Source: an optimization exercise on an open RTL-to-GDS flow (aim: small area, a short achievable clock period and few clock cycles per item). Production flows keep margins and buffers that such runs may drop.
Where RTL was checked, it was by simulation tests only, not by an equivalence proof against the original.
Function not checked in runs 8 and 9: the RTL went through the layout flow alone.

## design/flow/config.mk

```make
export PLATFORM = sky130hd
export DESIGN_NAME = gcd
export DESIGN_NICKNAME = gcd
export VERILOG_FILES = /design/flow/design.v
export SDC_FILE = /design/flow/constraint.sdc
export NUM_CORES = 4
export LEC_CHECK = 0
export CAP_MARGIN = 20
export CORE_MARGIN = 2
export CORE_UTILIZATION = 40
export PLACE_DENSITY = 0.6
export SETUP_SLACK_MARGIN = 3.0
export SLEW_MARGIN = 20
```

## design/flow/constraint.sdc

```tcl
create_clock -name core_clock -period 6.0 [get_ports {clk_i}]
set_input_delay 1.2000 -clock core_clock [delete_from_list [all_inputs] [get_ports {clk_i}]]
set_output_delay 1.2000 -clock core_clock [all_outputs]
set_load 0.01 [all_outputs]
```

## design/flow/design.v

```verilog
module gcd (
    input  logic        clk_i,
    input  logic        rst_i,
    input  logic        start_i,
    input  logic [31:0] a_i,
    input  logic [31:0] b_i,
    output logic        busy_o,
    output logic        valid_o,
    output logic [31:0] result_o
);
    logic [31:0] a, b;
    logic [4:0]  k;
    logic        run;
    logic both_odd, both_even, swap;
    assign both_odd  = a[0] & b[0];
    assign both_even = ~a[0] & ~b[0];
    assign swap      = a[0] & ~b[0];
    localparam int W = 31;
    logic [W-1:0] x1, x2, hp, hg, gg, pp, d;
    logic         cout;
    assign x1 = a[31:1];
    assign x2 = b[31:1];
    assign hg = x1 & ~x2;
    assign hp = ~(x1 ^ x2);             
    always_comb begin
        gg = hg;
        pp = hp;
        for (int l = 0; l < 5; l++)
            for (int i = 0; i < W; i++)
                if ((i >> l) & 1) begin
                    gg[i] = gg[i] | (pp[i] & gg[((i >> l) << l) - 1]);
                    pp[i] = pp[i] & pp[((i >> l) << l) - 1];
                end
    end
    assign cout = gg[W-1];              
    always_comb begin
        d[0] = ~hp[0];
        for (int i = 1; i < W; i++)
            d[i] = hp[i] ^ ~cout ^ (gg[i-1] | (cout & pp[i-1]));
    end
    logic eq, a_zero, k_zero, fin;
    assign eq     = both_odd & (&hp);
    assign a_zero = ~|a;
    assign k_zero = ~|k;
    assign fin    = a_zero | eq;
    logic [31:0] ye, y;
    logic [3:0]  ylow;
    assign ye = swap ? (b >> 1) : (a >> 1);
    assign y  = both_odd ? {1'b0, d} : ye;
    assign ylow = both_odd ? ~hp[3:0] : ye[3:0];
    logic [1:0] s;
    always_comb begin
        if (both_even)    s = 2'd0;
        else if (ylow[0]) s = 2'd0;
        else if (ylow[1]) s = 2'd1;
        else if (ylow[2]) s = 2'd2;
        else              s = 2'd3;
    end
    logic [31:0] ds;
    always_comb begin
        case (s)
            2'd0: ds = y;
            2'd1: ds = y >> 1;
            2'd2: ds = y >> 2;
            default: ds = y >> 3;
        endcase
    end
    always_ff @(posedge clk_i or posedge rst_i) begin
        if (rst_i) run <= 1'b0;
        else if (!run) run <= start_i;
        else if (fin && k_zero) run <= 1'b0;
    end
    always_ff @(posedge clk_i) begin
        if (!run) begin
            a <= a_i;
            b <= b_i;
            k <= 5'd0;
        end else begin
            a <= ds;
            if (fin) begin
                b <= b << 1;
                k <= k - 5'd1;
            end else if (both_even) begin
                b <= b >> 1;
                k <= k + 5'd1;
            end else if (swap || (both_odd && !cout)) begin
                b <= a;
            end
        end
    end
    assign busy_o   = run;
    assign valid_o  = run & fin & k_zero;
    assign result_o = b;
endmodule
```

## design/flow/run.sh

```bash
#!/bin/bash
# synth_recipe.tcl (not shown) runs the flow's synth.tcl, then flattens the netlist and writes it again
# the make line also repeats each setting of config.mk as NAME=value (left out here)
make -C /OpenROAD-flow-scripts/flow DESIGN_CONFIG=/design/flow/config.mk WORK_HOME=/design/flow/orfs CLKGATE_MAP_FILE= SYNTH_SCRIPT=/design/flow/synth_recipe.tcl finish
```

==> impl_metrics.yaml, run 1 <==
grt:
  grt_usage_pct: 34.4
  grt_antenna_before_repair: 1
  grt_pass1_wl_mm: 48.3
  first_global_vias: 8233
  grt_max_degree: 74
  grt.overflow.total: 0
yosys:
  synth.largest_area_cell: "edfxtp_1"
  yosys_warnings: 1
  synthesis.area_um2: 6980
  synth_common_cells: "nor2_1 (89), a21oi_1 (69), nand2_1 (56), o21ai_0 (51), inv_1 (50)"
  synth-edff-count: 32
  synth_cell_types: 86
  syn_inst: 885
  synth-seq-area-share_pct: 24.7
  synth_most_common_cell: "nor2_1"
  syn_avg_cell_area_um2: 7.88
  synth_nets: 987
  ys.flop_type: "dfxtp_1"
  synth-async-reset-ratio_pct: 1.43
  synth_area_leaders: "edfxtp_1 (14%), dfxtp_1 (11%), ha_1 (6.1%), a21oi_1 (4.9%), nor2_1 (4.8%)"
  ys_ff_latch: 70
  netlist.area_leader.share_pct: 13.8
job:
  drv_cap: 0
clock_network:
  h-tree-depth: 3
  clockRootBuffer: "clkbuf_16"
  cts_buffers: 9
  path_clk_slew_ps: 60
  insertion_delay_ps: 360
  cts_sinks: 70
  cts_hold_buf: 0
  clockBufferDepth: 2
  cts_tree: "yes"
place:
  routabilityCongestion: 0.943
  place_area_um2: 8360
  dp_cells: 1165
  pre_cts_ws_ps: 1780
  numPortBuffers: 100
  hpwl_mm: 20.4
worst_setup_path:
  critPathLaunch: "b[2]"
  timing.rr.end: "a[15]"
  cp.arrival_ps: 3770
  r2r_cells: 13
  start_kind: "flip-flop"
  crit_fanout: 6
  worstSetupEndpoint: "a[15]"
  setup.worst_path.end_class: "flip-flop"
  critPathKind: "flip-flop to flip-flop"
  rrSetupSlack_ps: 2470
  reg2reg_from: "b[2]"
  worstPathRequired_ps: 6240
final_layout:
  final_nets: 1180
  design_area_um2: 10800
  syn2layout_area_growth_pct: 55.5
  fin_cells: 1308
  n_antenna_cell: 0
  drive_above_1_share_pct: 31.9
sta:
  setup_viol: 0
  fmax_mhz: 283
  clock_skew_ps: 11.3
  relSlewSlack_pct: 24.4
  hold_viol: 0
  period_share_pct: 58.9
  setup_ws_ps: 2470
  maxSlewViolCount: 0
  worstMarginPinSlew_ps: 1130
  fin_crit_ps: 3530
  fin_setup_tns_ps: 0
  rsz0062_at_grt: "true"
floorplanning:
  rows: 48
  die_area_um2: 18500
  die_h_um: 136
  initial_core_util_pct: 40.6
  io_pins: 101
  core_um2: 17200
  dieWidth_um: 136
drt:
  vias: 8807
  wl_mm: 33.4
  wl_per_cell_um: 25.6
  drtIter0Drc: 1056
  ant_nets: 0
  viasPerCell: 6.73
  dr.pass1.iters: 6
  drc: 0
hold_path:
  worstHoldStart: "k[4]"
  hp-class: "flip-flop to flip-flop"
outcome:
  status: "timing/DRC/antenna clean"
cell type report:
class                      instances  area [µm²]
inverter                          50         191
sequential                        70        1740
timing repair buffer             241        2320
clock inverter                     6        86.3
tap                              225         282
clock buffer                      10         229
fill                            1495        6330
multi-input combinational        706        6000
logic make-up after synthesis:
| family | synth area share, % |
|---|---|
| xor+xnor | 2.46 |
| fa+ha+maj | 6.38 |
| compound gates | 39.0 |
| mux | 2.03 |
| buf+inv | 6.46 |
| simple gates | 18.9 |
| flops | 24.7 |
layer usage:
layer | wire length [µm] | up-vias | track usage [%]
met2 | 14600 | 613 | 52.4
met5 | 13 | - | 0
met4 | 1420 | 2 | 13.4
li1 | - | 3842 | -
met3 | 3690 | 119 | 7.12
met1 | 13700 | 4231 | 47.7
worst min-delay path by stage:
stage	to	slack, ps	cells past startpoint
floorplan	k[3]	480	2
global placement	k[3]	510	2
detailed placement	k[3]	510	2
CTS	k[3]	530	2
global route	k[0]	610	2
finish	k[4]	560	2
stage by stage:
| stage | util, % | hold WS (ps) |
|---|---|---|
| final | 63.2 | 559 |
| after detailed placement | 48.7 | 514 |
| after CTS | 58.6 | 528 |
| after global placement | 48.7 | 513 |
| after floorplan | - | 481 |
| after global routing | 63.2 | 610 |
state kept, by name (all words and copies together), names as in the netlist:
register  flops
b            32
run           1
k             5
a            32
worst max-delay path: stages, from the launching register on:
cell and delay (ps):
edfxtp_1 430, inv_2 100, ha_4 210, a211o_1 310
a21o_4 240, a221o_1 360, or3_4 410, a221o_1 340
o21ai_2 80, nor3_2 70, a2111oi_4 290, buf_4 200
a221oi_2 60, a221o_1 310
layout by cell type, fill, tap and decap left out, drive strengths merged, types with 8 or more instances in the layout:
master,count
clkbuf,14
o221ai,37
o2bb2ai,31
a221o,13
nor2,90
a31oi,20
o21ai,66
o211ai,8
a21o,14
and3,12
inv,49
nand4,9
buf,137
a22oi,8
nor4,12
o21a,9
clkdlybuf4s50,99
xnor2,14
nand2b,16
a221oi,13
nand2,59
a21oi,71
dfxtp,37
edfxtp,32
nor2b,8
or3,8
nand3,21
mux2i,13
nor3,13
o22ai,13
ha,34
repair_timing:
| action | in CTS | in global routing |
|---|---|---|
| cloned | 2 | 3 |
| gates resized for setup | 136 | 83 |
| hold endpoints to repair | 0 | 0 |
| pin swaps | 64 | 54 |
| buffers inserted | 89 | 33 |
| endpoints found under the setup margin | 101 | 69 |
Testbench counts, summed over its fixed seeds: cycles 57,461, items 2,400.
==> run 2: changes to the inputs <==
==> design/flow/flow/run.sh (new file) <==
#!/bin/bash
# The standard layout (the standard.sh, unchanged synthesis), except that
# the buffer put on each input and output port is the smallest buffer cell.
set -euo pipefail
export BUFFER_PORTS_ARGS="-buffer_cell sky130_fd_sc_hd__buf_1"
bash standard.sh > standard.log 2>&1
==> design/flow/standard.sh (new file) <==
#!/bin/bash
# synth_recipe.tcl (not shown) runs the flow's synth.tcl, then flattens the netlist and writes it again
# the make line also repeats each setting of config.mk as NAME=value (left out here)
make -C /OpenROAD-flow-scripts/flow DESIGN_CONFIG=/design/flow/config.mk WORK_HOME=/design/flow/orfs CLKGATE_MAP_FILE= SYNTH_SCRIPT=/design/flow/synth_recipe.tcl "${@:-finish}"
--- a/design/flow/config.mk
+++ b/design/flow/config.mk
@@ -10,4 +10,4 @@
 export CORE_UTILIZATION = 40
 export PLACE_DENSITY = 0.6
-export SETUP_SLACK_MARGIN = 3.0
+export SETUP_SLACK_MARGIN = 1.0
 export SLEW_MARGIN = 20
removed: design/flow/run.sh
==> run 2 against run 1 <==
  * Utilization is 17 points lower
  * Worst setup slack worse by 910 ps
  * Fmax is 20% lower
  * Non-clock buffer count is 127 lower
  * Critical path depth is 1 lower
  * Die area stayed put
  * Global-route usage is 4.6 points lower
  * Clock-buffer cell count stayed put
  * Sequential cell count stayed put
  * Wire length is 18% lower
  * Critical path type unchanged
==> impl_metrics.yaml, run 2 <==
final_layout:
  drive_above_1_share_pct: 7.12
  final_nets: 1052
  layout_commonest_cell: "buf_1"
  final_cell_mix: "buf_1 (100), nor2_1 (88), a21oi_1 (69), nand2_1 (56), o21ai_0 (51)"
  fillCellCount: 1734
  n_antenna_cell: 0
  syn2layout_area_growth_pct: 12.5
  top_regs: "a x32, b x32, k x5"
clock_network:
  path_clk_slew_ps: 60
  cts_sinks: 70
  h-tree-depth: 3
  cts_buffers: 9
  cts_hold_buf: 0
  cts_tree: "yes"
  clockBufferDepth: 2
  insertion_delay_ps: 360
  post_cts_buffers: 0
  cts-resized-gates: 0
  clockRootBuffer: "clkbuf_16"
place:
  hpwl_mm: 19.4
  numPortBuffers: 100
  routabilityCongestion: 1.01
  pre_cts_ws_ps: 1760
sta:
  rsz0062_at_grt: "false"
  setup_ws_ps: 1560
  fin_setup_tns_ps: 0
  clock_skew_ps: 7.37
  setup_viol: 0
  fin_crit_ps: 4440
  maxSlewViolCount: 0
  fmax_mhz: 225
  relSlewSlack_pct: 27.8
  worstMarginPinSlew_ps: 1080
  period_share_pct: 74.0
  hold_viol: 0
drt:
  wl_per_cell_um: 23.2
  drc: 0
  drtIter0Drc: 885
  vias: 7720
  dr.pass1.iters: 5
  wl_mm: 27.4
  viasPerCell: 6.54
  ant_nets: 0
worst_setup_path:
  critPathLaunch: "b[2]"
  critPathKind: "flip-flop to flip-flop"
  worstSetupEndpoint: "a[18]"
  cp.depth: 12
  cp_num_buf_inv: 1
  rrSetupSlack_ps: 1560
  path_delay_family: "compound AO/OA/AOI/OAI gates"
  cp_slowest_cell: "o21ai_2"
  crit_fanout: 14
  setup.worst_path.end_class: "flip-flop"
  timing.rr.end: "a[18]"
  path_cells: "inv_1, ha_1, a211o_1, a21o_1, a221o_1, o21ai_2, nand2_2, xnor2_1, xnor2_1, a222oi_1, a21oi_1, a221o_1"
  cp.arrival_ps: 4690
  r2r_cells: 12
  start_kind: "flip-flop"
  reg2reg_from: "b[2]"
  worstPathRequired_ps: 6250
  slowest_delay_ps: 620
yosys:
  synth.largest_area_cell: "edfxtp_1"
  synth-seq-area-share_pct: 24.7
  synth_cell_types: 86
  synth_common_cells: "nor2_1 (89), a21oi_1 (69), nand2_1 (56), o21ai_0 (51), inv_1 (50)"
  yosys_warnings: 1
  synth_most_common_cell: "nor2_1"
  synth_area_leaders: "edfxtp_1 (14%), dfxtp_1 (11%), ha_1 (6.1%), a21oi_1 (4.9%), nor2_1 (4.8%)"
  netlist.area_leader.share_pct: 13.8
  syn_inst: 885
  synth_nets: 987
  synth-edff-count: 32
  synth-async-reset-ratio_pct: 1.43
  ys.flop_type: "dfxtp_1"
  synthesis.area_um2: 6980
  syn_avg_cell_area_um2: 7.88
  ys_ff_latch: 70
floorplanning:
  rows: 48
  core_um2: 17200
  io_pins: 101
  die_area_um2: 18500
  die_h_um: 136
  dieWidth_um: 136
  initial_core_util_pct: 40.6
grt:
  grt.overflow.total: 0
  first_global_vias: 7154
  grt_max_degree: 74
  grt_pass1_wl_mm: 42.3
  grt_antenna_before_repair: 0
  grt_usage_pct: 29.8
job:
  drv_cap: 0
outcome:
  status: "timing/DRC/antenna clean"
hold_path:
  hp-class: "flip-flop to flip-flop"
[run 2: cell counts after synthesis]
No cell type changed its count.
[run 2: cells by family (layout without fill, tap and decap cells)]
family | Yosys count | in the layout | synth area share [%]
and+or+nand+nor | 268 | 268 | 18.9
buffers and inverters | 110 | 180 | 6.46
DFF | 70 | 70 | 24.7
AOI/OAI and AO/OA | 370 | 370 | 39.0
muxes | 14 | 14 | 2.03
xor gates and xnor gates | 18 | 18 | 2.46
adders and majority gates | 35 | 35 | 6.38
[run 2: metrics by stage]
step	util (%)	cells	instance area [µm²]	hold WS, ps
2_1_floorplan	-	885	6980	481
3_3_place_gp	43.7	1164	7510	509
3_5_place_dp	43.8	1164	7520	507
4_1_cts	45.7	1180	7840	528
5_1_grt	45.7	1180	7850	577
6_report	45.7	1180	7850	521
[run 2: worst min-delay path by stage]
stage,slack (ps),end,cells after the start,from
after global placement,510,k[2],2,k[2]
after detailed placement,510,k[4],2,k[4]
after global routing,580,k[4],2,k[4]
final,520,k[4],2,k[4]
after CTS,530,k[4],2,k[4]
after floorplan,480,k[3],2,k[3]
[run 2: cell type report]
class	count	area (µm²)	area share (%)
multi-input cells	705	4840	61.7
clock buffers	10	239	3.04
repair buffers	114	480	6.12
well taps	225	282	3.59
clock inverters	6	88.8	1.13
flip-flops and latches	70	1730	22.0
inverters	50	188	2.39
[run 2: metal layers]
layer / GRT usage, % / part of all wire, %
met1: 41.6 / 44
met2: 46.3 / 44
met3: 3.88 / 8.4
met4: 12.2 / 3.3
met5: 0 / 0
[run 2: worst register-to-register path: stages (launching register included)]
cell      delay, ps
edfxtp_1        410
inv_1           100
ha_1            390
a211o_1         340
a21o_1          240
a221o_1         340
o21ai_2         620
nand2_2         510
xnor2_1         330
xnor2_1          90
a222oi_1        480
a21oi_1         140
a221o_1         330
==> run 3: changes to the inputs <==
--- a/design/flow/config.mk
+++ b/design/flow/config.mk
@@ -10,4 +10,4 @@
 export CORE_UTILIZATION = 40
 export PLACE_DENSITY = 0.6
-export SETUP_SLACK_MARGIN = 1.0
+export SETUP_SLACK_MARGIN = 2.5
 export SLEW_MARGIN = 20
==> run 3 against run 2 <==
  * Sequential share of layout area is 2.7 points lower
  * Die area stayed put
  * Non-clock buffer count is 83 higher
  * Still clean
  * Wire length is 3.9% higher
  * Global-route usage is 0.064 points lower
  * Via count is 5.0% higher
  * Sequential cell count stayed put
  * Critical path depth is 4 lower
  * Area after synthesis stayed put
  * Worst setup slack better by 760 ps
  * Utilization is 6.6 points higher
==> impl_metrics.yaml, run 3 <==
hold_path:
  worstHoldStart: "k[3]"
  hp-class: "flip-flop to flip-flop"
  holdPathStages: 2
drt:
  viasPerCell: 6.42
  drtIter0Drc: 895
  ant_nets: 0
  vias: 8109
  dr.pass1.iters: 8
  wl_per_cell_um: 22.5
  drc: 0
  wl_mm: 28.4
place:
  routabilityCongestion: 1.01
  dp_cells: 1167
  hpwl_mm: 19.1
  numPortBuffers: 100
yosys:
  netlist.area_leader.share_pct: 13.8
  synth_area_leaders: "edfxtp_1 (14%), dfxtp_1 (11%), ha_1 (6.1%), a21oi_1 (4.9%), nor2_1 (4.8%)"
  synth.largest_area_cell: "edfxtp_1"
  synth-seq-area-share_pct: 24.7
  synth_common_cells: "nor2_1 (89), a21oi_1 (69), nand2_1 (56), o21ai_0 (51), inv_1 (50)"
  synth_nets: 987
  syn_avg_cell_area_um2: 7.88
  syn_inst: 885
  ys_ff_latch: 70
  synth_cell_types: 86
  ys.flop_type: "dfxtp_1"
  yosys_warnings: 1
  synth-edff-count: 32
  synth-async-reset-ratio_pct: 1.43
  synthesis.area_um2: 6980
  synth_most_common_cell: "nor2_1"
worst_setup_path:
  reg2reg_from: "b[2]"
  worstPathRequired_ps: 4800
  critPathLaunch: "b[17]"
  r2r_cells: 13
  cp.depth: 8
  slowest_delay_ps: 400
  path_cells: "inv_1, ha_4, and4_4, nand3_4, nor3_4, a31oi_4, nor4_4, buf_2"
  cp_num_buf_inv: 2
  critPathKind: "flip-flop to primary output"
  path_delay_family: "simple AND/OR/NAND/NOR gates"
  start_kind: "flip-flop"
  cp.arrival_ps: 2480
  cp_slowest_cell: "edfxtp_1"
  setup.worst_path.end_class: "primary output"
  crit_fanout: 7
sta:
  fin_setup_tns_ps: 0
  maxSlewViolCount: 0
  fin_crit_ps: 3680
  whs_ps: 541
  relSlewSlack_pct: 41.2
  rsz0062_at_grt: "true"
  setup_viol: 0
  clock_skew_ps: 8.10
  worstMarginPinSlew_ps: 879
  fmax_mhz: 272
  period_share_pct: 61.3
  hold_viol: 0
final_layout:
  drive_above_1_share_pct: 20.4
  layout_commonest_cell: "buf_1"
  n_antenna_cell: 0
  fillCellCount: 1690
  final_nets: 1135
  fin_cells: 1263
  final_cell_mix: "buf_1 (99), buf_4 (90), nor2_1 (86), a21oi_1 (65), nand2_1 (56)"
  top_regs: "a x32, b x32, k x5"
  syn2layout_area_growth_pct: 28.8
floorplanning:
  initial_core_util_pct: 40.6
  die_area_um2: 18500
  rows: 48
  core_um2: 17200
  die_h_um: 136
  dieWidth_um: 136
  io_pins: 101
outcome:
  status: "timing/DRC/antenna clean"
grt:
  grt_max_degree: 74
  grt_usage_pct: 29.7
  grt_antenna_before_repair: 0
  first_global_vias: 7257
  grt_pass1_wl_mm: 42.1
  grt.overflow.total: 0
clock_network:
  clockBufferDepth: 2
  cts_buffers: 9
  h-tree-depth: 3
  clockRootBuffer: "clkbuf_16"
  cts_sinks: 70
  insertion_delay_ps: 360
  path_clk_slew_ps: 70
  cts_tree: "yes"
job:
  drv_cap: 0
-- run 3: cell count changes in the layout (fill, tap and decap cells not counted), sizes merged --
| cell | previous run | this run |
|---|---|---|
| inv | 53 | 51 |
| buf | 114 | 197 |
| clkinv | 1 | 3 |
| clkinvlp | 0 | 1 |
| clkbuf | 10 | 9 |
-- run 3: metrics by stage --
| step | utilization (%) | setup slack (ps) | area, µm² |
|---|---|---|---|
| finish | 52.3 | 2320 | 8990 |
| CTS | 48.1 | 2230 | 8270 |
| floorplan | - | 2560 | 7010 |
| global route | 52.3 | 2240 | 8990 |
| detailed placement | 43.9 | 1960 | 7550 |
| global placement | 43.9 | 2020 | 7550 |
-- run 3: final timing paths --
check,end,slack [ps]
worst min-delay path,k[3],540
worst max-delay path,valid_o,2320
worst max register to register,a[18],2430
min in group asynchronous,run,630
max in group asynchronous,run,5270
worst min register to register,k[3],540
-- run 3: cell families (layout without fill, tap and decap cells) --
logic type / Yosys count / count (layout) / synth area share [%]
xor gates and xnor gates: 18 / 18 / 2.46
AOI/OAI and AO/OA: 370 / 370 / 39.0
buffers and inverters: 110 / 263 / 6.46
and+or+nand+nor: 268 / 268 / 18.9
DFF: 70 / 70 / 24.7
muxes: 14 / 14 / 2.03
adders and majority gates: 35 / 35 / 6.38
-- run 3: final cells by class --
type / instances / area (µm²) / area share [%]
clock inverter: 7 / 97.6 / 1.09
timing repair buffer: 197 / 1160 / 12.9
clock buffer: 9 / 225 / 2.51
multi-input combinational: 705 / 5310 / 59.0
sequential: 70 / 1730 / 19.3
tap: 225 / 282 / 3.13
inverter: 50 / 188 / 2.09
-- run 3: tightest hold or removal path, delay by kind of cell (launching register included) --
kind             cells  cell delay, ps
DFF                  1             330
muxes                1             120
and+or+nand+nor      1              50
-- run 3: per-layer routing --
layer  vias up  GRT usage, %  part of all wire, %
li1       3749             -                    -
met1      3893          42.1                   44
met2       418          45.8                   45
met3        49          3.95                  8.0
met4         0          11.4                  3.0
met5         -             0                    0
-- run 3: what timing repair did --
item | 4_1_cts | 5_1_grt
pin swaps | 24 | 24
endpoints found under the setup margin | 57 | 33
gates resized for setup | 35 | 65
setup buffers | 29 | 51
hold buffers | 0 | 0
cloned | 0 | 0
==> run 4: changes to the inputs <==
--- a/design/flow/config.mk
+++ b/design/flow/config.mk
@@ -10,4 +10,4 @@
 export CORE_UTILIZATION = 40
 export PLACE_DENSITY = 0.6
-export SETUP_SLACK_MARGIN = 2.5
+export SETUP_SLACK_MARGIN = 3.0
 export SLEW_MARGIN = 20
==> run 4 against run 3 <==
  * Still clean
  * Die area is the same
  * Non-clock buffer count grew 21
  * Via count grew 4.6%
==> impl_metrics.yaml, run 4 <==
outcome:
  status: "timing/DRC/antenna clean"
floorplanning:
  io_pins: 101
  die_h_um: 136
  dieWidth_um: 136
  die_area_um2: 18500
  initial_core_util_pct: 40.6
  rows: 48
  core_um2: 17200
sta:
  hold_viol: 0
  maxSlewViolCount: 0
  rsz0062_at_grt: "true"
  period_share_pct: 61.2
  setup_viol: 0
  fin_crit_ps: 3670
  fmax_mhz: 272
  clock_skew_ps: 6.41
  fin_setup_tns_ps: 0
  worstMarginPinSlew_ps: 908
  relSlewSlack_pct: 39.4
drt:
  viasPerCell: 6.60
  wl_per_cell_um: 24.4
  dr.pass1.iters: 6
  vias: 8481
  wl_mm: 31.4
  drtIter0Drc: 1197
  drc: 0
  ant_nets: 0
worst_setup_path:
  cp.depth: 7
  cp.arrival_ps: 2470
  cp_slowest_cell: "nor4_1"
  setup.worst_path.end_class: "primary output"
  slowest_delay_ps: 460
  path_delay_family: "simple AND/OR/NAND/NOR gates"
  rrSetupSlack_ps: 2460
  r2r_cells: 13
  worstSetupEndpoint: "valid_o"
  reg2reg_from: "a[3]"
  critPathLaunch: "a[0]"
  start_kind: "flip-flop"
  crit_fanout: 40
  cp_num_buf_inv: 2
  worstPathRequired_ps: 4800
  path_cells: "buf_4, nor4_1, nand4_1, nor2_2, a31oi_4, nor4_4, buf_2"
  timing.rr.end: "a[18]"
  critPathKind: "flip-flop to primary output"
yosys:
  synth_cell_types: 86
  synth-seq-area-share_pct: 24.7
  synth-async-reset-ratio_pct: 1.43
  synth_nets: 987
  yosys_warnings: 1
  synth.largest_area_cell: "edfxtp_1"
  synth-edff-count: 32
  synth_common_cells: "nor2_1 (89), a21oi_1 (69), nand2_1 (56), o21ai_0 (51), inv_1 (50)"
  synth_most_common_cell: "nor2_1"
  synthesis.area_um2: 6980
  ys.flop_type: "dfxtp_1"
  synth_area_leaders: "edfxtp_1 (14%), dfxtp_1 (11%), ha_1 (6.1%), a21oi_1 (4.9%), nor2_1 (4.8%)"
  syn_inst: 885
  netlist.area_leader.share_pct: 13.8
  ys_ff_latch: 70
  syn_avg_cell_area_um2: 7.88
grt:
  grt.overflow.total: 0
  grt_max_degree: 75
  grt_usage_pct: 33.7
  grt_pass1_wl_mm: 47.7
  first_global_vias: 8287
  grt_antenna_before_repair: 0
place:
  numPortBuffers: 100
  place_area_um2: 7740
  routabilityCongestion: 0.987
  hpwl_mm: 20.0
clock_network:
  cts_buffers: 9
  path_clk_slew_ps: 60
  clockRootBuffer: "clkbuf_16"
  insertion_delay_ps: 360
  clockBufferDepth: 2
  cts_tree: "yes"
  cts_sinks: 70
  h-tree-depth: 3
final_layout:
  final_nets: 1157
  design_area_um2: 9690
  n_antenna_cell: 0
  drive_above_1_share_pct: 27.7
  final_cell_mix: "buf_1 (99), buf_4 (99), nor2_1 (82), nand2_1 (54), a21oi_1 (53)"
  syn2layout_area_growth_pct: 38.9
  top_regs: "a x32, b x32, k x5"
hold_path:
  hp-class: "flip-flop to flip-flop"
job:
  drv_cap: 0
## run 4: cell counts after synthesis
Identical to the previous run, type by type.
## run 4: per-layer routing
layer | track usage, % | vias up | part of all wire (%)
met5 | 0 | - | 0
met4 | 16.3 | 0 | 5.2
met3 | 6.97 | 135 | 10
met2 | 50.9 | 549 | 43
met1 | 45.8 | 4001 | 42
li1 | - | 3796 | -
## run 4: layout make-up
class	instances	area [µm²]
Multi-Input combinational cell	706	5740
Clock buffer	11	253
Timing Repair Buffer	218	1390
Clock inverter	5	104
Fill cell	1618	7490
Inverter	50	188
Tap cell	225	282
Sequential cell	70	1730
## run 4: logic make-up after synthesis
family                     count (synthesis)  share of synthesized area, %
DFF                                       70                          24.7
AOI/OAI and AO/OA                        370                          39.0
muxes                                     14                          2.03
adders and majority gates                 35                          6.38
buffers and inverters                    110                          6.46
xor gates and xnor gates                  18                          2.46
and+or+nand+nor                          268                          18.9
## run 4: repair_timing
item / 4_1_cts / 5_1_grt
gates cloned: 1 / 0
hold buffers: 0 / 0
endpoints found under the setup margin: 100 / 98
setup buffers: 80 / 23
resized for setup: 92 / 64
pin swaps: 52 / 35
## run 4: worst register-to-register path: stages, from the launching register on
cell and delay [ps]:
dfxtp_1 490, ha_4 270, o21a_1 260, a21o_4 280, a221oi_4 320, buf_4 180, nand2_4 60, or4_4 520
nand2_4 80, xnor2_2 70, a222oi_1 270, buf_4 210, a21oi_1 70, a221o_1 330
## run 4: worst min path at each step
| stage | slack, ps | startpoint | endpoint | depth (start not counted) |
|---|---|---|---|---|
| final | 530 | k[3] | k[3] | 2 |
| after global placement | 510 | k[3] | k[3] | 2 |
| after floorplan | 480 | k[3] | k[3] | 2 |
| after global routing | 550 | k[3] | k[3] | 2 |
| after detailed placement | 520 | k[3] | k[3] | 2 |
| after CTS | 530 | k[3] | k[3] | 2 |
## run 4: stage by stage
step | instances | utilization (%) | hold WS, ps | setup slack, ps
final | 1285 | 56.4 | 529 | 2330
after global routing | 1285 | 56.4 | 546 | 2270
after CTS | 1261 | 53.5 | 535 | 2540
after detailed placement | 1164 | 45.1 | 520 | 1600
after global placement | 1164 | 45.1 | 512 | 1770
after floorplan | 885 | - | 481 | 2650
==> run 5: changes to the inputs <==
--- a/design/flow/config.mk
+++ b/design/flow/config.mk
@@ -10,4 +10,4 @@
 export CORE_UTILIZATION = 40
 export PLACE_DENSITY = 0.6
-export SETUP_SLACK_MARGIN = 3.0
+export SETUP_SLACK_MARGIN = 2.0
 export SLEW_MARGIN = 20
==> run 5 against run 4 <==
  * Via count decreased by 6.0%
  * Utilization down 10 points
  * Clock skew increased by 1.7 ps
  * Non-clock buffer count fell by 91
  * Die area unchanged
  * Fmax is 4.6% lower
  * Sequential share of layout area is 3.8 points higher
  * Critical endpoint unchanged
  * Largest cell class unchanged
==> impl_metrics.yaml, run 5 <==
outcome:
  status: "timing/DRC/antenna clean"
yosys:
  synth_compound_area_share_pct: 39.0
  synth.largest_area_cell: "edfxtp_1"
  netlist.area_leader.share_pct: 13.8
  ys.flop_type: "dfxtp_1"
  yosys_warnings: 1
  synthSimpleGateAreaFrac_pct: 18.9
  synth_cell_types: 86
  synth_area_leaders: "edfxtp_1 (14%), dfxtp_1 (11%), ha_1 (6.1%), a21oi_1 (4.9%), nor2_1 (4.8%)"
  synth-async-reset-ratio_pct: 1.43
  synth_most_common_cell: "nor2_1"
  syn_inst: 885
  synth_common_cells: "nor2_1 (89), a21oi_1 (69), nand2_1 (56), o21ai_0 (51), inv_1 (50)"
  synth_nets: 987
  synth_fa_ha_area_share_pct: 6.38
  muxShareOfSynthArea_pct: 2.03
  synth-xor-area-share_pct: 2.46
  ys_ff_latch: 70
  synthesis.area_um2: 6980
  synth-seq-area-share_pct: 24.7
  synth-edff-count: 32
  syn_avg_cell_area_um2: 7.88
  synth_top_family_by_area: "compound AO/OA/AOI/OAI gates"
floorplanning:
  die_h_um: 136
  initial_core_util_pct: 40.6
  die_area_um2: 18500
  core_um2: 17200
  rows: 48
  dieWidth_um: 136
  io_pins: 101
place:
  dp_cells: 1164
  pre_cts_ws_ps: 1680
  numPortBuffers: 100
  routabilityCongestion: 1.02
  hpwl_mm: 19.3
worst_setup_path:
  slowest_delay_ps: 450
  setup.worst_path.end_class: "primary output"
  cp_slowest_cell: "edfxtp_1"
  path_cells: "inv_1, ha_1, nand4_1, nor4_4, buf_4, a31oi_4, nor4_2, buf_1"
  crit_fanout: 6
  cp.depth: 8
  cp_num_buf_inv: 3
  critPathKind: "flip-flop to primary output"
  path_delay_family: "simple AND/OR/NAND/NOR gates"
  start_kind: "flip-flop"
  cp.arrival_ps: 2650
  worstPathRequired_ps: 4800
  r2r_cells: 13
final_layout:
  fillCellCount: 1733
  top_regs: "a x32, b x32, k x5"
  fin_cells: 1193
  syn2layout_area_growth_pct: 14.0
  n_antenna_cell: 0
  final_nets: 1065
  layout_commonest_cell: "buf_1"
  final_cell_mix: "buf_1 (100), nor2_1 (89), a21oi_1 (68), nand2_1 (56), o21ai_0 (51)"
  drive_above_1_share_pct: 9.09
grt:
  grt_antenna_before_repair: 0
  grt_usage_pct: 29.8
  grt_max_degree: 74
  first_global_vias: 7428
  grt_pass1_wl_mm: 42.7
  grt.overflow.total: 0
sta:
  hold_viol: 0
  setup_ws_ps: 2150
  clock_skew_ps: 8.11
  fmax_mhz: 260
  rsz0062_at_grt: "true"
  period_share_pct: 64.2
  setup_viol: 0
  fin_setup_tns_ps: 0
  worstMarginPinSlew_ps: 995
  relSlewSlack_pct: 33.6
  maxSlewViolCount: 0
  fin_crit_ps: 3850
drt:
  drc: 0
  ant_nets: 0
  drtIter0Drc: 1005
  wl_per_cell_um: 23.2
  wl_mm: 27.7
  dr.pass1.iters: 5
  viasPerCell: 6.68
  vias: 7968
clock_network:
  clockBufferDepth: 2
  h-tree-depth: 3
  cts_hold_buf: 0
  clockRootBuffer: "clkbuf_16"
  insertion_delay_ps: 350
  path_clk_slew_ps: 60
  cts_buffers: 9
  cts_sinks: 70
  cts_tree: "yes"
hold_path:
  holdPathStages: 2
  hp-class: "flip-flop to flip-flop"
job:
  drv_cap: 0
==> run 5: cell counts after synthesis <==
Identical to the previous run, type by type.
==> run 5: logic make-up after synthesis <==
family,count (synthesis)
AOI/OAI and AO/OA,370
and+or+nand+nor,268
buffers and inverters,110
DFF,70
adders and majority gates,35
xor gates and xnor gates,18
muxes,14
==> run 5: repair_timing <==
action                     CTS  global route
setup endpoints to repair   42            19
resized for setup            4            10
setup buffers                5             8
pin swaps                    2             4
==> run 5: cell type report <==
type	count	area, µm²	area share (%)
clock buffers	11	243	3.05
well taps	225	282	3.54
inverters	50	188	2.36
multi-input cells	705	4900	61.6
flip-flops and latches	70	1730	21.7
clock inverters	5	35.0	0.441
repair buffers	127	578	7.27
==> run 5: final timing paths <==
path	from	slack, ps	endpoint
min in group asynchronous	rst_i	650	run
max in group asynchronous	rst_i	5250	run
min	k[2]	540	k[2]
max	b[13]	2150	valid_o
max reg2reg	b[2]	2160	a[18]
min reg2reg	k[2]	540	k[2]
==> run 5: metrics by stage <==
step | hold WS [ps] | instance area, µm² | utilization, %
2_1_floorplan | 481 | 6980 | -
3_3_place_gp | 508 | 7510 | 43.7
3_5_place_dp | 515 | 7510 | 43.7
4_1_cts | 534 | 7850 | 45.7
5_1_grt | 564 | 7950 | 46.3
6_report | 538 | 7950 | 46.3
==> run 5: routing by layer <==
| metal | routed length, µm | track usage [%] |
|---|---|---|
| met1 | 12100 | 41.4 |
| met2 | 12400 | 46.1 |
| met3 | 2580 | 6.08 |
| met4 | 650 | 9.55 |
| met5 | 0 | 0 |
==> run 5: worst reg2reg max path, delay by kind of cell (launching register included) <==
kind / cells / cell delay [ps]
AOI/OAI and AO/OA: 7 / 1920
and+or+nand+nor: 2 / 580
DFF: 1 / 410
adders and majority gates: 1 / 390
buffers and inverters: 2 / 270
muxes: 1 / 160
==> run 6: changes to the inputs <==
--- a/design/flow/config.mk
+++ b/design/flow/config.mk
@@ -9,4 +9,5 @@
 export CORE_MARGIN = 2
 export CORE_UTILIZATION = 40
+export CTS_BUF_LIST = sky130_fd_sc_hd__clkbuf_4 sky130_fd_sc_hd__clkbuf_8
 export PLACE_DENSITY = 0.6
 export SETUP_SLACK_MARGIN = 2.0
==> run 6 against run 5 <==
  * Final cell count increased by 0.17%
  * Still clean on timing, DRC and antenna
  * Critical path type unchanged
  * Clock-buffer cell count unchanged
  * Register-to-register slack better by 20 ps
  * Worst setup slack worse by 38 ps
  * Non-clock buffer count increased by 2
  * Die area stayed put
  * Global-route usage about the same
  * Cell area decreased by 1.0%
  * Fmax shrank 0.98%
==> impl_metrics.yaml, run 6 <==
sta:
  fin_crit_ps: 3890
  relSlewSlack_pct: 31.6
  clock_skew_ps: 10.8
  hold_viol: 0
  fin_setup_tns_ps: 0
  setup_viol: 0
  rsz0062_at_grt: "true"
  period_share_pct: 64.8
  worstMarginPinSlew_ps: 1020
  maxSlewViolCount: 0
  fmax_mhz: 257
place:
  hpwl_mm: 19.3
  numPortBuffers: 100
  routabilityCongestion: 1.02
yosys:
  ys.flop_type: "dfxtp_1"
  synth-edff-count: 32
  synth_most_common_cell: "nor2_1"
  synth_area_leaders: "edfxtp_1 (14%), dfxtp_1 (11%), ha_1 (6.1%), a21oi_1 (4.9%), nor2_1 (4.8%)"
  netlist.area_leader.share_pct: 13.8
  muxShareOfSynthArea_pct: 2.03
  synth-seq-area-share_pct: 24.7
  syn_avg_cell_area_um2: 7.88
  syn_inst: 885
  synth.largest_area_cell: "edfxtp_1"
  synth_cell_types: 86
  synth_nets: 987
  synth-xor-area-share_pct: 2.46
  yosys_warnings: 1
  synth_common_cells: "nor2_1 (89), a21oi_1 (69), nand2_1 (56), o21ai_0 (51), inv_1 (50)"
  synth-async-reset-ratio_pct: 1.43
  synth_compound_area_share_pct: 39.0
  ys_ff_latch: 70
  synthesis.area_um2: 6980
  synthSimpleGateAreaFrac_pct: 18.9
  synth_fa_ha_area_share_pct: 6.38
  synth_top_family_by_area: "compound AO/OA/AOI/OAI gates"
floorplanning:
  rows: 48
  die_h_um: 136
  initial_core_util_pct: 40.6
  dieWidth_um: 136
  die_area_um2: 18500
  io_pins: 101
  core_um2: 17200
drt:
  dr.pass1.iters: 8
  viasPerCell: 6.62
  drtIter0Drc: 1065
  ant_nets: 0
  vias: 7914
  wl_per_cell_um: 23.0
  wl_mm: 27.5
  drc: 0
worst_setup_path:
  critPathKind: "flip-flop to primary output"
  worstPathRequired_ps: 4800
  start_kind: "flip-flop"
  setup.worst_path.end_class: "primary output"
  crit_fanout: 7
  cp.arrival_ps: 2690
final_layout:
  final_nets: 1067
  layout_commonest_cell: "buf_1"
  fin_util_pct: 45.8
  final_cell_mix: "buf_1 (100), nor2_1 (89), a21oi_1 (68), nand2_1 (56), o21ai_0 (51)"
  top_regs: "a x32, b x32, k x5"
  n_antenna_cell: 0
  drive_above_1_share_pct: 9.38
  syn2layout_area_growth_pct: 12.8
clock_network:
  clockBufferDepth: 2
  h-tree-depth: 3
  cts_buffers: 9
  clockRootBuffer: "clkbuf_8"
  insertion_delay_ps: 390
  cts_sinks: 70
  path_clk_slew_ps: 80
  cts_tree: "yes"
  cts_hold_buf: 0
grt:
  grt_antenna_before_repair: 0
  grt.overflow.total: 0
  first_global_vias: 7389
  grt_usage_pct: 29.8
  grt_max_degree: 74
  grt_pass1_wl_mm: 42.5
job:
  drv_cap: 0
outcome:
  status: "timing/DRC/antenna clean"
hold_path:
  hp-class: "flip-flop to flip-flop"
## run 6: layout make-up
| type | instances | area [µm²] |
|---|---|---|
| clock buffers | 11 | 145 |
| clock inverters | 5 | 35.0 |
| fillers | 1752 | 9310 |
| inverters | 50 | 188 |
| multi-input cells | 705 | 4900 |
| flip-flops and latches | 70 | 1730 |
| well taps | 225 | 282 |
| repair buffers | 129 | 593 |
## run 6: per-layer routing
| metal | GRT usage [%] | wire length, µm | up-vias |
|---|---|---|---|
| li1 | - | - | 3603 |
| met1 | 41.5 | 11800 | 3803 |
| met2 | 46.1 | 12300 | 439 |
| met3 | 6.49 | 2690 | 69 |
| met4 | 8.56 | 704 | 0 |
| met5 | 0 | 0 | - |
## run 6: metrics by stage
step,instances,setup slack [ps],hold WS [ps],area [µm²]
after detailed placement,1164,1680,515,7510
after global placement,1164,1760,508,7510
after floorplan,885,2370,481,6980
final,1195,2110,540,7870
after CTS,1185,1710,539,7750
after global routing,1195,1950,568,7870
## run 6: path summary, 6_finish.rpt
path / slack [ps] / end / cells after the start / startpoint
max in group asynchronous: 5300 / run / 2 / rst_i
setup / recovery: 2110 / valid_o / 8 / b[17]
hold reg to reg: 540 / k[2] / 2 / k[2]
min in group asynchronous: 610 / run / 2 / rst_i
hold / removal: 540 / k[2] / 2 / k[2]
setup reg to reg: 2180 / a[15] / 12 / b[2]
## run 6: kinds of logic (layout without fill, tap and decap cells)
| family | after synthesis | count (layout) |
|---|---|---|
| AO/OA/AOI/OAI | 370 | 370 |
| XOR/XNOR | 18 | 18 |
| adder cells (fa/ha/maj) | 35 | 35 |
| buffers and inverters | 110 | 195 |
| flip-flops | 70 | 70 |
| multiplexers | 14 | 14 |
| AND/OR/NAND/NOR | 268 | 268 |
## run 6: worst max-delay path: stages, from the launching register on
cell      delay [ps]
edfxtp_1         450
inv_1             70
ha_1             390
and4_2           350
nand3_1          190
nor3_4           230
a31oi_4          140
nor4_2           300
buf_1            180
## run 6: what timing repair did
action                                  4_1_cts  5_1_grt
pin swaps                                     2        4
setup buffers                                 5       10
endpoints found under the setup margin       43       19
hold endpoints to repair                      0        0
gates resized for setup                       4       10
==> run 7: changes to the inputs <==
--- a/design/flow/config.mk
+++ b/design/flow/config.mk
@@ -8,7 +8,6 @@
 export CAP_MARGIN = 20
 export CORE_MARGIN = 2
-export CORE_UTILIZATION = 40
-export CTS_BUF_LIST = sky130_fd_sc_hd__clkbuf_4 sky130_fd_sc_hd__clkbuf_8
-export PLACE_DENSITY = 0.6
+export CORE_UTILIZATION = 60
+export PLACE_DENSITY = 0.75
 export SETUP_SLACK_MARGIN = 2.0
 export SLEW_MARGIN = 20
==> run 7 against run 6 <==
  * Worst hold slack gained 7.6 ps
  * Clock-buffer cell count grew 5
  * Non-clock buffer count shrank 2
  * Utilization grew 23 points
==> impl_metrics.yaml, run 7 <==
sta:
  period_share_pct: 65.4
  fin_setup_tns_ps: 0
  maxSlewViolCount: 0
  fmax_mhz: 255
  worstMarginPinSlew_ps: 1060
  relSlewSlack_pct: 29.4
  clock_skew_ps: 9.05
  setup_viol: 0
  hold_viol: 0
  rsz0062_at_grt: "true"
  fin_crit_ps: 3930
final_layout:
  n_antenna_cell: 0
  final_nets: 1065
  final_cell_mix: "buf_1 (100), nor2_1 (88), a21oi_1 (67), nand2_1 (56), o21ai_0 (50)"
  syn2layout_area_growth_pct: 12.9
  fin_util_pct: 69.3
  layout_commonest_cell: "buf_1"
  multi_input_area_um2: 4920
  register_area_um2: 1730
  drive_above_1_share_pct: 8.78
  fillCellCount: 964
  top_regs: "a x32, b x32, k x5"
drt:
  vias: 8255
  drc: 0
  wl_per_cell_um: 24.7
  viasPerCell: 7.43
  drtIter0Drc: 1237
  dr.pass1.iters: 8
  wl_mm: 27.4
  ant_nets: 0
clock_network:
  clockBufferDepth: 2
  cts_buffers: 9
  path_clk_slew_ps: 60
  insertion_delay_ps: 350
  clockRootBuffer: "clkbuf_16"
  cts_tree: "yes"
  cts_sinks: 70
  h-tree-depth: 3
place:
  numPortBuffers: 100
  hpwl_mm: 19.2
  routabilityCongestion: 1.04
floorplanning:
  die_h_um: 112
  core_um2: 11400
  io_pins: 101
  die_area_um2: 12500
  dieWidth_um: 112
  initial_core_util_pct: 61.4
  rows: 39
yosys:
  synth-seq-area-share_pct: 24.7
  synth-async-reset-ratio_pct: 1.43
  syn_avg_cell_area_um2: 7.88
  syn_inst: 885
  synth-edff-count: 32
  synth_area_leaders: "edfxtp_1 (14%), dfxtp_1 (11%), ha_1 (6.1%), a21oi_1 (4.9%), nor2_1 (4.8%)"
  synth_cell_types: 86
  synth_nets: 987
  synth_common_cells: "nor2_1 (89), a21oi_1 (69), nand2_1 (56), o21ai_0 (51), inv_1 (50)"
  synth_most_common_cell: "nor2_1"
  synthesis.area_um2: 6980
  synth.largest_area_cell: "edfxtp_1"
  ys.flop_type: "dfxtp_1"
  netlist.area_leader.share_pct: 13.8
  yosys_warnings: 1
  ys_ff_latch: 70
worst_setup_path:
  start_kind: "flip-flop"
  critPathKind: "flip-flop to flip-flop"
  crit_fanout: 10
  cp.arrival_ps: 4160
  worstPathRequired_ps: 6240
  setup.worst_path.end_class: "flip-flop"
hold_path:
  hp-class: "flip-flop to flip-flop"
grt:
  grt_usage_pct: 43.2
  grt_max_degree: 74
  grt_pass1_wl_mm: 42.4
  first_global_vias: 7740
  grt_antenna_before_repair: 0
  grt.overflow.total: 0
job:
  drv_cap: 0
outcome:
  status: "timing/DRC/antenna clean"
==> run 7: cell counts after synthesis <==
Identical to the previous run, type by type.
==> run 7: what timing repair did <==
action                                  CTS  global route
hold buffers                              0             0
endpoints found under the setup margin   31            41
hold endpoints to repair                  0             0
pin swaps                                 2             6
gates resized for setup                   5            13
setup buffers                             1            11
==> run 7: critical path, cell delays in order, from the launching register on <==
cell,delay (ps)
edfxtp_1,430
inv_1,120
ha_1,310
a211o_1,350
a21o_1,260
a221oi_4,360
a21oi_2,150
buf_4,220
nor2_8,240
xnor3_1,380
a221o_1,400
o21ai_1,180
a21oi_1,60
a221o_1,330
==> run 7: final cells by class <==
cell class | count | area share (%)
timing repair buffer | 127 | 7.34
clock buffer | 16 | 3.59
multi-input combinational | 705 | 62.5
tap | 143 | 2.27
inverter | 50 | 2.38
sequential | 70 | 21.9
==> run 7: worst paths after layout <==
check                         to  startpoint  slack, ps  cells after the start
min in group asynchronous    run       rst_i        660                      2
hold / removal              k[3]        k[3]        550                      2
max in group asynchronous    run       rst_i       5240                      2
setup / recovery           a[18]        b[2]       2070                     13
setup reg to reg           a[18]        b[2]       2070                     13
hold reg to reg             k[3]        k[3]        550                      2
==> run 7: logic make-up (layout without fill, tap and decap cells) <==
kind of cell	count (synthesis)	in the layout	synth area share [%]
AO/OA/AOI/OAI	370	370	39.0
multiplexers	14	14	2.03
flip-flops	70	70	24.7
adder cells (fa/ha/maj)	35	35	6.38
AND/OR/NAND/NOR	268	268	18.9
buffers and inverters	110	193	6.46
XOR/XNOR	18	18	2.46
==> run 7: layer usage <==
layer	global-route usage [%]	wire length [µm]
met2	65.1	11800
met5	0	0
met4	23.7	1610
met3	9.74	3470
met1	57.5	10600
==> run 7: per-stage QoR <==
stage | cells | hold slack, ps | cell area [µm²] | setup slack, ps
detailed placement | 1083 | 522 | 7420 | 1840
finish | 1111 | 548 | 7870 | 2070
global placement | 1083 | 499 | 7420 | 1980
floorplan | 885 | 481 | 6980 | 2370
CTS | 1100 | 551 | 7730 | 1970
global route | 1111 | 577 | 7870 | 1940
==> run 8: changes to the inputs <==
--- a/design/flow/design.v
+++ b/design/flow/design.v
@@ -44,25 +44,32 @@
     assign k_zero = ~|k;
     assign fin    = a_zero | eq;
-    logic [31:0] ye, y;
-    logic [3:0]  ylow;
+    logic [3:0] dlow, sd;               
+    assign dlow = ~hp[3:0];
+    always_comb begin
+        if (dlow[0])      sd = 4'b0001;
+        else if (dlow[1]) sd = 4'b0010;
+        else if (dlow[2]) sd = 4'b0100;
+        else              sd = 4'b1000;
+    end
+    logic [31:0] ye, yes, e;
     assign ye = swap ? (b >> 1) : (a >> 1);
-    assign y  = both_odd ? {1'b0, d} : ye;
-    assign ylow = both_odd ? ~hp[3:0] : ye[3:0];
-    logic [1:0] s;
     always_comb begin
-        if (both_even)    s = 2'd0;
-        else if (ylow[0]) s = 2'd0;
-        else if (ylow[1]) s = 2'd1;
-        else if (ylow[2]) s = 2'd2;
-        else              s = 2'd3;
+        if (both_even || ye[0]) yes = ye;
+        else if (ye[1])         yes = ye >> 1;
+        else if (ye[2])         yes = ye >> 2;
+        else                    yes = ye >> 3;
     end
-    logic [31:0] ds;
+    assign e = run ? (yes & {32{~both_odd}}) : a_i;
+    logic [3:0] sel;
+    assign sel = sd & {4{run & both_odd}};
+    logic [31:0] ds, d0;
+    assign d0 = {1'b0, d};
     always_comb begin
-        case (s)
-            2'd0: ds = y;
-            2'd1: ds = y >> 1;
-            2'd2: ds = y >> 2;
-            default: ds = y >> 3;
-        endcase
+        for (int i = 0; i < 32; i++) begin
+            ds[i] = e[i] | (sel[0] & d0[i]);
+            if (i + 1 < 32) ds[i] = ds[i] | (sel[1] & d0[i+1]);
+            if (i + 2 < 32) ds[i] = ds[i] | (sel[2] & d0[i+2]);
+            if (i + 3 < 32) ds[i] = ds[i] | (sel[3] & d0[i+3]);
+        end
     end
     always_ff @(posedge clk_i or posedge rst_i) begin
@@ -72,10 +79,9 @@
     end
     always_ff @(posedge clk_i) begin
+        a <= ds;
         if (!run) begin
-            a <= a_i;
             b <= b_i;
             k <= 5'd0;
         end else begin
-            a <= ds;
             if (fin) begin
                 b <= b << 1;
--- a/design/flow/config.mk
+++ b/design/flow/config.mk
@@ -8,6 +8,6 @@
 export CAP_MARGIN = 20
 export CORE_MARGIN = 2
-export CORE_UTILIZATION = 60
-export PLACE_DENSITY = 0.75
-export SETUP_SLACK_MARGIN = 2.0
+export CORE_UTILIZATION = 40
+export PLACE_DENSITY = 0.6
+export SETUP_SLACK_MARGIN = 3.0
 export SLEW_MARGIN = 20
==> run 8 against run 7 <==
  * Still clean on timing, DRC and antenna
  * Via count grew 0.59%
  * Synthesized cell count up 4.6%
  * Area after synthesis rose by 6.3%
  * Global-route usage decreased by 16 points
  * Cell area grew 32%
  * Critical endpoint is now valid_o
  * Highest routed layer unchanged
==> impl_metrics.yaml, run 8 <==
floorplanning:
  die_h_um: 140
  io_pins: 101
  dieWidth_um: 140
  initial_core_util_pct: 41.0
  die_area_um2: 19700
  rows: 49
  core_um2: 18100
final_layout:
  final_nets: 1190
  fin_cells: 1322
  fin_util_pct: 57.4
  fillCellCount: 1595
  layout_commonest_cell: "buf_1"
  register_area_um2: 1740
  drive_above_1_share_pct: 31.0
  top_regs: "a x32, b x32, k x5"
  multi_input_area_um2: 6480
  n_antenna_cell: 0
  syn2layout_area_growth_pct: 40.0
  final_cell_mix: "buf_1 (99), mux2i_1 (91), buf_4 (88), a21oi_1 (81), nand2_1 (77)"
clock_network:
  clockRootBuffer: "clkbuf_16"
  cts_sinks: 70
  clockBufferDepth: 2
  cts_tree: "yes"
  path_clk_slew_ps: 60
  cts_buffers: 9
  insertion_delay_ps: 360
  h-tree-depth: 3
drt:
  viasPerCell: 6.28
  wl_per_cell_um: 22.2
  vias: 8304
  dr.pass1.iters: 7
  drc: 0
  drtIter0Drc: 833
  ant_nets: 0
  wl_mm: 29.3
grt:
  grtUsageMet2_pct: 44.8
  use_met1_pct: 35.2
  grt_usage_pct: 27.2
  grt_most_used_layer: "met2"
  first_global_vias: 7749
  gr-usage-met3_pct: 3.83
  grt_antenna_before_repair: 0
  grt_pass1_wl_mm: 42.3
  grt_max_degree: 59
  grt.overflow.total: 0
yosys:
  yosys_warnings: 1
  synth_area_leaders: "mux2i_1 (14%), edfxtp_1 (13%), dfxtp_1 (10%), a21oi_1 (6.5%), ha_1 (5.7%)"
  netlist.area_leader.share_pct: 13.9
  synth-seq-area-share_pct: 23.3
  synth_most_common_cell: "mux2i_1"
  synth_nets: 1028
  ys_ff_latch: 70
  ys.flop_type: "dfxtp_1"
  synth.largest_area_cell: "mux2i_1"
  synth_common_cells: "mux2i_1 (103), a21oi_1 (96), nor2_1 (85), nand2_1 (84), o21ai_0 (52)"
  synth_cell_types: 66
  syn_inst: 926
  syn_avg_cell_area_um2: 8.01
  synth-edff-count: 32
  synth-async-reset-ratio_pct: 1.43
  synthesis.area_um2: 7420
place:
  pre_cts_ws_ps: 2090
  hpwl_mm: 17.8
  numPortBuffers: 100
  routabilityCongestion: 0.913
  dp_cells: 1210
sta:
  setup_ws_ps: 2330
  fmax_mhz: 272
  fin_setup_tns_ps: 0
  clock_skew_ps: 7.82
  relSlewSlack_pct: 25.4
  period_share_pct: 61.2
  maxSlewViolCount: 0
  rsz0062_at_grt: "true"
  hold_viol: 0
  setup_viol: 0
  worstMarginPinSlew_ps: 1120
  fin_crit_ps: 3670
worst_setup_path:
  worstPathRequired_ps: 4800
  setup.worst_path.end_class: "primary output"
  crit_fanout: 4
  rrSetupSlack_ps: 2660
  start_kind: "flip-flop"
  critPathKind: "flip-flop to primary output"
  cp.arrival_ps: 2470
job:
  drv_cap: 0
hold_path:
  hp-class: "flip-flop to flip-flop"
outcome:
  status: "timing/DRC/antenna clean"
-- run 8: cell types whose count changed after synthesis, sizes merged, moves of 13 or more --
cell	previous run	this run
o221ai	37	6
o2bb2ai	31	18
mux2i	13	103
mux2	1	33
a21oi	71	99
nand2	58	84
xnor2	14	28
-- run 8: cells by family after synthesis --
family / synth area share, %
compound gates: 27.2
simple gates: 14.2
mux: 18.9
buf+inv: 5.77
flops: 23.3
xor+xnor: 4.72
fa+ha+maj: 6.00
-- run 8: area by class of cell --
class / count / area share (%)
Multi-Input combinational cell: 754 / 62.4
Sequential cell: 70 / 16.7
Timing Repair Buffer: 207 / 13.2
Clock inverter: 6 / 0.807
Clock buffer: 10 / 2.30
Tap cell: 229 / 2.76
Inverter: 46 / 1.73
-- run 8: stage by stage --
| stage | hold slack, ps | instance area (µm²) |
|---|---|---|
| global route | 547 | 10400 |
| floorplan | 457 | 7650 |
| global placement | 479 | 8190 |
| detailed placement | 481 | 8190 |
| CTS | 494 | 9260 |
| finish | 534 | 10400 |
-- run 8: final timing paths --
kind                             from      end  cells past startpoint
worst max-delay path             b[4]  valid_o                      8
worst min-delay path             k[1]     k[1]                      2
worst max register to register   b[4]     k[4]                     17
worst min register to register   k[1]     k[1]                      2
max in group asynchronous       rst_i      run                      2
min in group asynchronous       rst_i      run                      2
-- run 8: per-layer routing --
layer / routed length [µm] / part of all wire [%] / vias to the layer above
li1: - / - / 3813
met4: 1090 / 3.7 / 0
met1: 12500 / 42 / 4027
met2: 13800 / 47 / 388
met5: 0 / 0 / -
met3: 1950 / 6.7 / 76
-- run 8: repair_timing --
item / 4_1_cts / 5_1_grt
hold buffers: 0 / 0
resized for setup: 61 / 150
setup endpoints to repair: 89 / 97
cloned: 5 / 6
buffers inserted: 44 / 41
pin swaps: 15 / 29
-- run 8: worst max-delay path, stage by stage, from the launching register on --
cell and delay (ps):
edfxtp_1 400, inv_1 90, ha_4 310, nand4_1 150
or4_4 570, nor2_4 170, a21oi_4 90, nor4_4 160
buf_2 170
==> run 9: changes to the inputs <==
--- a/design/flow/config.mk
+++ b/design/flow/config.mk
@@ -10,4 +10,4 @@
 export CORE_UTILIZATION = 40
 export PLACE_DENSITY = 0.6
-export SETUP_SLACK_MARGIN = 3.0
+export SETUP_SLACK_MARGIN = 2.0
 export SLEW_MARGIN = 20
==> run 9 against run 8 <==
  * Still clean on timing, DRC and antenna
  * Worst setup slack worse by 200 ps
  * Utilization fell by 10 points
  * Sequential cell count unchanged
  * Synthesized cell count stayed put
  * First-iteration DRC count down 33%
  * Fmax decreased by 5.2%
  * Clock skew increased by 3.7 ps
  * Cell area is 18% lower
  * Wire length is 16% lower
  * Die area did not move
  * Largest cell class unchanged
==> impl_metrics.yaml, run 9 <==
outcome:
  status: "timing/DRC/antenna clean"
worst_setup_path:
  cp.arrival_ps: 2670
  start_kind: "flip-flop"
  timing.rr.end: "a[4]"
  worstSetupEndpoint: "valid_o"
  crit_fanout: 5
  critPathKind: "flip-flop to primary output"
  rrSetupSlack_ps: 2210
  reg2reg_from: "a[0]"
  worstPathRequired_ps: 4800
  setup.worst_path.end_class: "primary output"
  r2r_cells: 9
  critPathLaunch: "b[5]"
drt:
  dr.pass1.iters: 6
  drc: 0
  viasPerCell: 6.07
  wl_mm: 24.6
  vias: 7529
  wl_per_cell_um: 19.8
  ant_nets: 0
  drtIter0Drc: 562
place:
  pre_cts_ws_ps: 1890
  place_area_um2: 8020
  routabilityCongestion: 0.918
  hpwl_mm: 17.7
  numPortBuffers: 100
sta:
  rsz0062_at_grt: "false"
  worstMarginPinSlew_ps: 1050
  setup_ws_ps: 2130
  maxSlewViolCount: 0
  relSlewSlack_pct: 30.0
  setup_viol: 0
  fin_setup_tns_ps: 0
  fmax_mhz: 258
  period_share_pct: 64.6
  clock_skew_ps: 11.5
  fin_crit_ps: 3870
  hold_viol: 0
clock_network:
  clockRootBuffer: "clkbuf_16"
  cts_sinks: 70
  path_clk_slew_ps: 60
  clockBufferDepth: 2
  cts_hold_buf: 0
  cts_tree: "yes"
  cts_buffers: 9
  insertion_delay_ps: 360
  h-tree-depth: 3
grt:
  grt_max_degree: 64
  grt_pass1_wl_mm: 38.8
  first_global_vias: 7228
  grt_usage_pct: 24.6
  grt.overflow.total: 0
  grt_antenna_before_repair: 0
floorplanning:
  rows: 49
  io_pins: 101
  initial_core_util_pct: 41.0
  core_um2: 18100
  die_h_um: 140
  dieWidth_um: 140
  die_area_um2: 19700
yosys:
  synth_common_cells: "mux2i_1 (103), a21oi_1 (96), nor2_1 (85), nand2_1 (84), o21ai_0 (52)"
  yosys_warnings: 1
  synth-async-reset-ratio_pct: 1.43
  ys_ff_latch: 70
  syn_inst: 926
  synth_area_leaders: "mux2i_1 (14%), edfxtp_1 (13%), dfxtp_1 (10%), a21oi_1 (6.5%), ha_1 (5.7%)"
  synth-seq-area-share_pct: 23.3
  ys.flop_type: "dfxtp_1"
  synth_cell_types: 66
  synth-edff-count: 32
  syn_avg_cell_area_um2: 8.01
  synth.largest_area_cell: "mux2i_1"
  synth_nets: 1028
  synth_most_common_cell: "mux2i_1"
  netlist.area_leader.share_pct: 13.9
  synthesis.area_um2: 7420
final_layout:
  layout_commonest_cell: "mux2i_1"
  drive_above_1_share_pct: 10.8
  syn2layout_area_growth_pct: 14.7
  n_antenna_cell: 0
  top_regs: "a x32, b x32, k x5"
  final_cell_mix: "mux2i_1 (101), buf_1 (99), a21oi_1 (95), nand2_1 (84), nor2_1 (81)"
  fillCellCount: 1858
  design_area_um2: 8510
  final_nets: 1108
hold_path:
  hp-class: "flip-flop to flip-flop"
job:
  drv_cap: 0
[run 9: cell counts after synthesis]
No cell type changed its count.
[run 9: metrics by stage]
| step | cells | utilization (%) | hold slack (ps) |
|---|---|---|---|
| after floorplan | 926 | - | 457 |
| after global placement | 1210 | 44.4 | 488 |
| after detailed placement | 1210 | 44.4 | 495 |
| after CTS | 1228 | 46.2 | 505 |
| after global routing | 1240 | 47.0 | 549 |
| final | 1240 | 47.0 | 510 |
[run 9: routing by layer]
metal,routed length [µm],GRT usage [%],vias to the layer above
met2,11500,41.0,243
met4,564,7.28,0
met1,11200,33.1,3613
met5,0,0,-
met3,1260,3.69,34
li1,-,-,3639
[run 9: final cells by class]
type | count | area [µm²] | area share (%)
Multi-Input combinational cell | 750 | 5410 | 63.6
Sequential cell | 70 | 1730 | 20.3
Timing Repair Buffer | 129 | 614 | 7.22
Tap cell | 229 | 287 | 3.37
Clock buffer | 12 | 246 | 2.90
Inverter | 46 | 176 | 2.07
Clock inverter | 4 | 46.3 | 0.544
[run 9: critical path: stages (launching register included)]
cell      delay [ps]
edfxtp_1         470
inv_1             80
ha_1             370
nand4_1          150
or4_4            590
nor2_2           150
a21oi_4          100
nor4_4           240
clkbuf_2         170
[run 9: worst min path at each step]
stage | start | slack [ps] | to | depth (start not counted)
after CTS | k[1] | 500 | k[1] | 2
after detailed placement | k[1] | 490 | k[1] | 2
after floorplan | k[1] | 460 | k[1] | 2
after global routing | k[1] | 550 | k[1] | 2
after global placement | k[1] | 490 | k[1] | 2
final | k[1] | 510 | k[1] | 2
[run 9: cell families after synthesis]
group	Yosys count	synth area share (%)
buffers and inverters	106	5.77
multiplexers	136	18.9
AND/OR/NAND/NOR	237	14.2
adder cells (fa/ha/maj)	35	6.00
AO/OA/AOI/OAI	302	27.2
flip-flops	70	23.3
XOR/XNOR	40	4.72
[run 9: what timing repair did]
item,CTS,global route
pin swaps,1,4
resized for setup,7,14
endpoints found under the hold margin,0,0
setup buffers,2,12
setup endpoints to repair,3,32
cloned,0,0

-- afterwards: timing with drivers on the ports --
The results above use ideal ports. As a check the final layouts listed here were re-extracted and re-timed, cells and wires unchanged. Step 1 sets driving cells, clkbuf_16 on the clock port and buf_2 on the other inputs (assumed; they add their load-dependent delay and slew). Step 2, shift: input delay + t, output delay - t, t = (earliest + latest rising clock arrival at the registers) / 2. This alone moves slack from input paths to output paths. Three values: ideal, step 1, step 2; two values: the first two.
| run | t (ns) | slack for setup (ns) | worst setup path after step 2 | worst data-port slew with drivers (ns) | pins driven straight from the clock port |
|---|---|---|---|---|---|
| run 1 | 0.401 | 2.466 / 2.426 / 2.466 | register to register | 0.05 | 1 |
| run 2 | 0.403 | 1.557 / 1.557 / 1.557 | register to register | 0.04 | 1 |
| run 3 | 0.404 | 2.321 / 2.276 / 2.428 | register to register | 0.04 | 1 |
| run 4 | 0.399 | 2.327 / 2.283 / 2.456 | register to register | 0.06 | 1 |
| run 5 | 0.388 | 2.149 / 2.107 / 2.163 | register to register | 0.04 | 1 |
| run 6 | 0.420 | 2.111 / 2.073 / 2.176 | register to register | 0.04 | 1 |
| run 7 | 0.390 | 2.074 / 2.072 / 2.074 | register to register | 0.05 | 1 |
| run 8 | 0.398 | 2.329 / 2.287 / 2.659 | register to register | 0.04 | 1 |
| run 9 | 0.395 | 2.126 / 2.082 / 2.209 | register to register | 0.04 | 1 |
After both steps every run listed still meets setup and hold.
